From an optimization exercise on the open Yosys and OpenROAD flow, aimed at a short achievable clock period and few clock cycles; shortcuts taken in it are not production practice.
Function was checked by simulation only, so behaviour that the tests miss may differ from the original.
Power figures rest on the tool's default switching activity, not on a simulated workload.

==> flow/design.v <==
module ALU(in1,
				in2, 
				op, 
				result);
	output reg [31:0] result;
	input [31:0] in1, in2;
	input [3:0] op;  
	always @(*) begin
		case(op)
			4'b0001 : begin  
				result = in1 & in2;
			end
			4'b0010 : begin  
				result = in1 | in2;
			end
			4'b0011 : begin  
				result = in1 ^ in2;
			end
			4'b0100 : begin  
				result = in1 + in2;
			end
			4'b0101 : begin 
				result = in1 - in2;
			end
			4'b0110 : begin  
				result = in1 >> in2[4:0];
			end
			4'b0111 : begin  
				result = in1 << in2[4:0];
			end
			4'b1000 : begin  
				result = $signed(in1) >>> in2[4:0];
			end
			4'b1001 : begin  
				result = in1 <<< in2[4:0];
			end
			4'b1010 : begin  
				result = in1 + in2;
			end
			4'b1011 : begin  
				result = {31'b0, $signed(in1) < $signed(in2)};
			end
			4'b1100 : begin  
				result = {31'b0, in1 < in2};
			end
			default : begin 
				result = 32'b0;
			end
		endcase
	end
endmodule
module BCompare(input [31:0] op1, input [31:0] op2, input BrUn, output reg BEQ, output reg BLT);
	always@(*)begin
		BEQ = 1'b0;
		BLT = 1'b0;
		if(~BrUn)begin 
			if(op1 == op2) begin
				BEQ = 1'b1;
			end
			if($signed(op1) < $signed(op2)) begin
				BLT = 1'b1;
			end
		end
		else begin
			if({1'b0, op1} == {1'b0, op2}) begin
				BEQ = 1'b1;
			end
			if({1'b0,op1} < {1'b0, op2}) begin
				BLT = 1'b1;
			end
		end
	end
endmodule
module ControlUnit(IWord, PCSelect, RegWEn, ImmSel, BrUn, BEQ, BLT, BSel, ASel, ALUOP, WBSel, MemRW);
input [31:0] IWord;
input BEQ, BLT;
output reg PCSelect, RegWEn, ImmSel, BSel, ASel, WBSel, MemRW, BrUn;
output reg [3:0] ALUOP;
always@(*) begin
	PCSelect = 1'b0;
	RegWEn = 1'b0;
	ImmSel = 1'b0;
	BSel = 1'b0;
	ASel = 1'b0;
	MemRW = 1'b0;
	WBSel = 1'b1;
	BrUn = 1'b0;
	ALUOP = 4'h4;
	case(IWord[6:0])
		7'b0110011: begin  
			PCSelect = 1'b0;
			RegWEn = 1'b1;
			ImmSel = 1'b0;
			BSel = 1'b0;
			ASel = 1'b0;
			MemRW = 1'b0;
			WBSel = 1'b1;
			BrUn = 1'b0;
			case(IWord[14:12])
				3'h0 : begin
					case(IWord[30])
						 1'b0 : begin  
							ALUOP = 4'h4;
						 end
						 1'b1 : begin  
							ALUOP = 4'h5;
						end
					endcase
				end
				3'h1 : begin  
					ALUOP = 4'h7;
				end
				3'h2 : begin  
					ALUOP = 4'hb;
				end
				3'h3 : begin  
					ALUOP = 4'hc;
				end
				3'h4 : begin  
					ALUOP = 4'h3;
				end
				3'h5 : begin 
					case(IWord[30]) 
						1'b1: begin  
							ALUOP = 4'h8;
						end
						1'b0:begin  
							ALUOP = 4'h6;
						end
					endcase
				end
				3'h6 : begin  
					ALUOP = 4'h2;
				end
				3'h7 : begin  
					ALUOP = 4'h1;
				end
			endcase
		end
		7'b0010011 : begin  
			PCSelect = 1'b0;
			RegWEn = 1'b1;
			ImmSel = 1'b1;
			BSel = 1'b1;
			ASel = 1'b0;
			MemRW = 1'b0;
			WBSel = 1'b1;
			BrUn = 1'b0;
			case(IWord[14:12])
					3'h0 : begin  
							ALUOP = 4'h4;
					end
					3'h1 : begin  
						ALUOP = 4'h7;
					end
					3'h2 : begin  
						ALUOP = 4'hb;
					end
					3'h3 : begin  
						ALUOP = 4'hc;
					end
					3'h4 : begin  
						ALUOP = 4'h3;
					end
					3'h5 : begin 
						case(IWord[30])
							1'b0 : begin
								ALUOP = 4'h6;
							end
							1'b1 : begin
								ALUOP = 4'h8;
							end
						endcase
					end
					3'h6 : begin  
						ALUOP = 4'h2;
					end
					3'h7 : begin  
						ALUOP = 4'h1;
					end
			endcase
		end
		7'b0000011 : begin  
			PCSelect = 1'b0;
			RegWEn = 1'b1;
			ImmSel = 1'b1;
			BSel = 1'b1;
			ASel = 1'b0;
			ALUOP = 4'h4;
			MemRW = 1'b0;
			WBSel = 1'b0;
			BrUn = 1'b0;
		end
		7'b0100011 : begin  
			PCSelect = 1'b0;
			RegWEn = 1'b0;
			ImmSel = 1'b1;
			BSel = 1'b1;
			ASel = 1'b0;
			ALUOP = 4'h4;
			MemRW = 1'b1;
			WBSel = 1'b1;
		end
		7'b1100011 : begin  
			RegWEn = 1'b0;
			ImmSel = 1'b1;
			case(IWord[14:12]) 
				3'h0 : begin
					BrUn = 1'b0;
					PCSelect = BEQ;
				end
				3'h1 : begin
					BrUn = 1'b0;
					PCSelect = ~BEQ;
				end
				3'h4 : begin
					BrUn = 1'b0;
					PCSelect = BLT;
				end
				3'h5 : begin
					BrUn = 1'b0;
					PCSelect = BEQ | ~BLT;
				end
				3'h6 : begin
					BrUn = 1'b1;
					PCSelect = BLT;
				end
				3'h7 : begin
					BrUn = 1'b1;
					PCSelect = BEQ | ~BLT;
				end
				default:
				;
			endcase
			BSel = 1'b1;
			ASel = 1'b1;
			ALUOP = 4'h4;
			MemRW = 1'b0;
			WBSel = 1'b1;
		end
		default:
		;
	endcase
end
endmodule
module ImmExtend(input [12:0] imm, output reg [31:0] extend);
	always @(*) begin
		extend = {{19{imm[12]}}, imm};
	end
endmodule
module PC(input PCSel, input [31:0] branchVal, input clk, input reset, output reg [31:0] PCVal);
	always @(posedge clk) begin
		if(reset) begin
			PCVal <= 32'b0;
		end
		else if(PCSel) begin
			PCVal <= branchVal;
		end
		else begin
			PCVal <= PCVal + 3'b100;
		end
	end
endmodule
module RegFile(rs1, rs2, rd, din, out1, out2, clk, reset, enable, rw);
reg [31:0] steve [31:0];
integer i;
input [4:0] rd, rs1, rs2;
input clk, reset, enable, rw;
input [31:0] din;
output reg [31:0] out1, out2;
	always @(posedge clk) begin
		if (enable) begin
			if(reset) begin
				for( i = 0; i <= 31; i = i + 1 ) begin 
					steve[i] <= 32'b0;	
				end
			end
			else if(rw && rd != 5'd0) begin
				steve[rd] <= din; 
			end
		end
	end
	always @(*) begin
		out1 = 32'b0;
		out2 = 32'b0;
		if(enable) begin
			out1 = (rs1 == 5'd0) ? 32'b0 : steve[rs1];
			out2 = (rs2 == 5'd0) ? 32'b0 : steve[rs2];
		end
	end
endmodule
module Datapath(input clk,
					input reset,
					output [31:0] imem_addr,
					input [31:0] imem_rdata,
					output [31:0] dmem_addr,
					output [31:0] dmem_wdata,
					output dmem_we,
					input [31:0] dmem_rdata,
					output wb_valid,
					output [4:0] wb_rd,
					output [31:0] wb_data);
reg [31:0] WB;
wire PCSelect, RegWEn, ImmSel, BrUn, BEQ, BLT, BSel, ASel, WBSel, MemRW;
wire [3:0] ALUOP;
wire [31:0] longImm, IWord, data1Val, data2Val, result, PCVal, DmemOut;
reg [31:0] alu1, alu2;
reg [12:0] imm;
reg [4:0] rs1, rs2, rd;
assign IWord = imem_rdata;
assign imem_addr = PCVal;
RegFile regs(IWord[19:15], IWord[24:20], IWord[11:7], WB, data1Val, data2Val, clk, reset, 1'b1 , RegWEn);
BCompare compare(data1Val, data2Val, BrUn, BEQ, BLT);
ControlUnit cu(IWord, PCSelect, RegWEn, ImmSel, BrUn, BEQ, BLT, BSel, ASel, ALUOP, WBSel, MemRW);
PC pc(PCSelect, WB, clk, reset, PCVal);
ImmExtend longBoi(imm, longImm);
ALU alu(alu1, alu2, ALUOP, result);
assign dmem_addr = result;
assign dmem_wdata = data2Val;
assign dmem_we = MemRW & ~reset;
assign DmemOut = dmem_rdata;
assign wb_valid = RegWEn & (rd != 5'd0) & ~reset;
assign wb_rd = rd;
assign wb_data = WB;
	always@(*) begin
		if(ASel) begin
			alu1 = PCVal;
		end
		else begin
			alu1 = data1Val;
		end
		if(BSel) begin
			alu2 = longImm;
		end
		else begin
			alu2 = data2Val;
		end
		if(WBSel) begin
			WB = result;
		end
		else begin
			WB = DmemOut;
		end
		if(IWord[6:0] == 7'b1100011)begin  
			imm = {IWord[31], IWord[7], IWord[30:25], IWord[11:8], 1'b0};
		end
		else if(IWord[6:0] == 7'b0100011)begin  
			imm = {IWord[31], IWord[31:25], IWord[11:7]};
		end
		else begin
			imm = {IWord[31], IWord[31:20]};
		end
		rs1 = IWord[19:15];
		rs2 = IWord[24:20];
		rd = IWord[11:7];
	end
endmodule
==> flow/run.sh <==
#!/bin/bash
# synth_recipe.tcl (not shown) runs the flow's synth.tcl, then flattens the netlist and writes it again
# the make line also repeats each setting of config.mk as NAME=value (left out here)
make -C /OpenROAD-flow-scripts/flow DESIGN_CONFIG=/design/flow/config.mk WORK_HOME=/design/flow/orfs CLKGATE_MAP_FILE= SYNTH_SCRIPT=/design/flow/synth_recipe.tcl finish
==> flow/config.mk <==
export PLATFORM = sky130hd
export DESIGN_NAME = Datapath
export DESIGN_NICKNAME = Datapath
export VERILOG_FILES = /design/flow/design.v
export SDC_FILE = /design/flow/constraint.sdc
export NUM_CORES = 4
export LEC_CHECK = 0
export CAP_MARGIN = 20
export CORE_MARGIN = 2
export CORE_UTILIZATION = 40
export PLACE_DENSITY = 0.6
export SLEW_MARGIN = 20
==> flow/constraint.sdc <==
create_clock -name core_clock -period 14.0 [get_ports {clk}]
set_input_delay 2.8000 -clock core_clock [delete_from_list [all_inputs] [get_ports {clk}]]
set_output_delay 2.8000 -clock core_clock [all_outputs]
set_load 0.01 [all_outputs]
==> run_results.csv <==
group,metric,value,unit
outcome,status,"complete, no violations",
clocking,worstSkewPairLatency,0.77,ns
hold_path,hold_depth,2,
placement,port_buffers,200,
floorplan,die_x,414,microns
worst_setup_path,critPathMaxFanout,15,
clocking,cts_made_buffers,109,
floorplan,die_h,414,microns
hold_path,hold_end,"pc.PCVal[1]$_SDFFE_PP0P_",
clocking,cts_setup_buffers,0,
worst_setup_path,reg2reg_from,"regs.steve[30][18]$_SDFFCE_PN0P_",
timing,setup_ws,0.409,ns
power,ir_drop,0.000102,V
placement,hpwl,238000,microns
worst_setup_path,criticalPathCategory,"in2out",
worst_setup_path,cp.arrival,10.79,ns
synthesis,netlist_area,0.0673,sq mm
clocking,post_cts_resized,0,
worst_setup_path,crit_family,"compound AO/OA/AOI/OAI gates",
floorplan,start_util,40.3,%
timing,hold_viol_final,0,
timing,max_freq,73.6,MHz
cells_and_area,nets,6372,
power,p_leak,0.0289,uW
clocking,postCtsHoldBufs,0,
timing,setup_tns,0,ns
worst_setup_path,crit_chain,"clkdlybuf4s50_1 -> and2_2 -> nor2b_2 -> buf_4 -> a221oi_1 -> or4b_2 -> o21ai_0 -> ha_1 -> nor4_1 -> nand3_1 -> a21o_1 -> a21oi_1 -> o211ai_1 -> a211oi_1 -> mux2i_1 -> o21ai_0 -> o31ai_4 -> buf_4 -> inv_1 -> clkdlybuf4s50_1",
worst_setup_path,r2r_slack,7.05,ns
global_route,grt_first_pass_wirelength,460000,microns
routing,via_count,58041,
placement,postPlaceCellArea,0.0730,sq mm
global_route,antenna_found_initial,30,
global_route,track_usage,38.2,%
synthesis,synth_seq_cells,1056,
cells_and_area,layout_common_cells,"edfxtp_1 (1024), nor2_1 (1001), mux2i_1 (492), buf_4 (329), a21oi_1 (313)",
power,p_per_area,136,mW/mm^2
worst_setup_path,cpPeakStageDelay,0.91,ns
routing,postRouteAntennaNets,0,
global_route,grt_max_degree,92,
clocking,clockRootBuffer,"clkbuf_16",
cells_and_area,stdcell_area,0.0764,sq mm
synthesis,async_flop_share,0,%
synthesis,synth_edf_count,1024,
cells_and_area,post-route-util,45.7,%
clocking,cts_tree,"yes",
timing,fin_crit_sh,97.1,%
synthesis,ys_seq_area_share,46.6,%
timing,hold_slack,0.656,ns
placement,place_ws,0.489,ns
routing,via_per_inst,6.86,
worst_setup_path,r2r_cells,17,
worst_setup_path,rr_endpoint,"regs.steve[25][0]$_SDFFCE_PN0P_",
clocking,clock_path_buffers,3,
placement,routabilityCongestion,1.01,
cells_and_area,layout_commonest_cell,"edfxtp_1",
timing,slew_violations,0,
floorplan,design.core.area,0.167,sq mm
routing,drt_iter0_markers,9045,
global_route,grt_pass1_vias,55306,
cells_and_area,drive_gt1_share,17.6,%
cells_and_area,synthToLayoutAreaGrowth,13.5,%
routing,drc,0,
worst_setup_path,worst_setup_path_start_kind,"input pin",
hold_path,hold_path.class,"reg2reg",
global_route,grt_overflow,0,
floorplan,io_pins,201,
timing,min_period,13.59,ns
clocking,cts_sinks,1056,
synthesis,synth_ff_type,"edfxtp_1",
hold_path,hold_start,"pc.PCVal[1]$_SDFFE_PP0P_",
run,cap_violations,0,
synthesis,yosysWarningCount,7,
timing,finalClockSkew,0.0465,ns
routing,wl_per_cell,39.8,microns
synthesis,synth_cell_types,110,
timing,worst_slew_pin_slew,1.17,ns
worst_setup_path,end_kind,"output pin",
synthesis,avgSynthCellArea,11.1,sq um
timing,slew_headroom,21.5,%
floorplan,dieArea,0.172,sq mm
floorplan,rows,150,
worst_setup_path,cp.required,11.20,ns
worst_setup_path,critical_path_buf_inv_count,5,
clocking,htree_levels,3,
clocking,cts.clk_slew.worst_paths,0.08,ns
routing,firstDrtPassIters,6,
routing,wirelength,337000,microns
worst_setup_path,crit_slowest_cell,"clkdlybuf4s50_1",
timing,setup_violations,0,
synthesis,syn_inst,6076,
timing,grt_setup_unrepaired,"no",
[cell usage after synthesis (all sizes together), types with 56 or more instances]
| library cell | count | area share [%] |
|---|---|---|
| o31ai | 56 | 0.63 |
| mux2i | 492 | 7.3 |
| mux2 | 97 | 1.6 |
| ha | 130 | 2.4 |
| a22oi | 209 | 2.3 |
| nor2 | 1014 | 5.7 |
| edfxtp | 1024 | 46 |
| clkbuf | 362 | 2.0 |
| nand3 | 75 | 0.56 |
| o21ai | 131 | 0.97 |
| mux4 | 296 | 9.9 |
| a21oi | 316 | 2.4 |
| nand2 | 195 | 1.1 |
| o22ai | 64 | 0.59 |
| buf | 235 | 2.3 |
| inv | 165 | 0.92 |
| a211oi | 156 | 1.8 |
| nor3 | 281 | 2.1 |
[worst min-delay path, delay by kind of cell, from the launching register on]
kind	cells	cell delay, ns
AND/OR/NAND/NOR	1	0.14
flip-flops	1	0.42
AO/OA/AOI/OAI	1	0.05
[power by group]
part,total [uW],internal (uW),switching (uW)
logic,3870,1150,2720
clock network,2870,1560,1310
registers,3630,3570,60.1
[registers in the layout, summed over array words and instances (netlist names)]
name	cells
regs.steve	1024
pc.PCVal	32
[routing by layer]
layer | share of wire, % | track usage, % | vias to the layer above
met2 | 45 | 59.1 | 4299
li1 | - | - | 23443
met1 | 36 | 47.1 | 29335
met3 | 11 | 9.69 | 926
met5 | 0.069 | 0 | -
met4 | 8.3 | 26.1 | 38
[logic make-up (layout without fill, tap and decap cells)]
group	Yosys count	count (layout)	synth area share (%)
adder cells (fa/ha/maj)	132	132	2.48
buffers and inverters	764	914	5.22
AO/OA/AOI/OAI	1297	1297	13.4
flip-flops	1056	1056	46.6
other	1	37	0.00557
AND/OR/NAND/NOR	1904	1904	12.9
multiplexers	885	885	18.8
XOR/XNOR	37	37	0.481
[through the flow]
step / std cells / total power, uW
2_1_floorplan: 6107 / 5520
3_3_place_gp: 8267 / 7430
3_5_place_dp: 8267 / 7420
4_1_cts: 8461 / 10200
5_1_grt: 8464 / 10600
6_report: 8466 / 10400
[area by class of cell]
class	instances	area [sq um]
Clock inverter	60	569
Inverter	167	632
Sequential cell	1056	31400
Tap cell	2204	2760
Multi-Input combinational cell	4287	33300
Timing Repair Buffer	553	4980
Antenna cell	5	12.5
Fill cell	15480	90800
Clock buffer	134	2820
[worst max path at each step]
stage	slack, ns	cells past startpoint	start	to
final	0.41	20	imem_rdata[15]	wb_data[29]
after global routing	0.30	20	imem_rdata[15]	wb_data[29]
after CTS	0.48	19	imem_rdata[18]	wb_data[29]
after detailed placement	0.49	19	imem_rdata[18]	wb_data[29]
after global placement	0.47	19	imem_rdata[18]	wb_data[29]
after floorplan	1.75	28	imem_rdata[20]	wb_data[21]
Testbench counts, summed over its fixed seeds: cycles 54,582.

static timing again, ports no longer ideal:
The flow's constraints put no driver on any port. The routed layout listed below was extracted and timed again, unchanged, in two steps. Step 1: set_driving_cell puts a clkbuf_16 on clk and a buf_2 on each other input, an assumption about the parent block. Step 2 moves the port delays by t, midway between the first and last clock arrival at a register: inputs arrive t later, outputs are due t later. That takes back most of the time a late clock gives input paths. Slacks: no drivers / after step 1 / after step 2; pairs: no drivers / after step 1.
shift t [ns]: 0.826
setup slack, ns: 0.409 / 0.356 / 0.356
hold slack, ns: 0.656 / 0.656 / 0.656
worst slew at a driven data input, ns: 0.24
After both steps this run still meets setup and hold. The setup slack of this run moves by -0.053 ns with the drivers and by -0.053 ns with both steps.
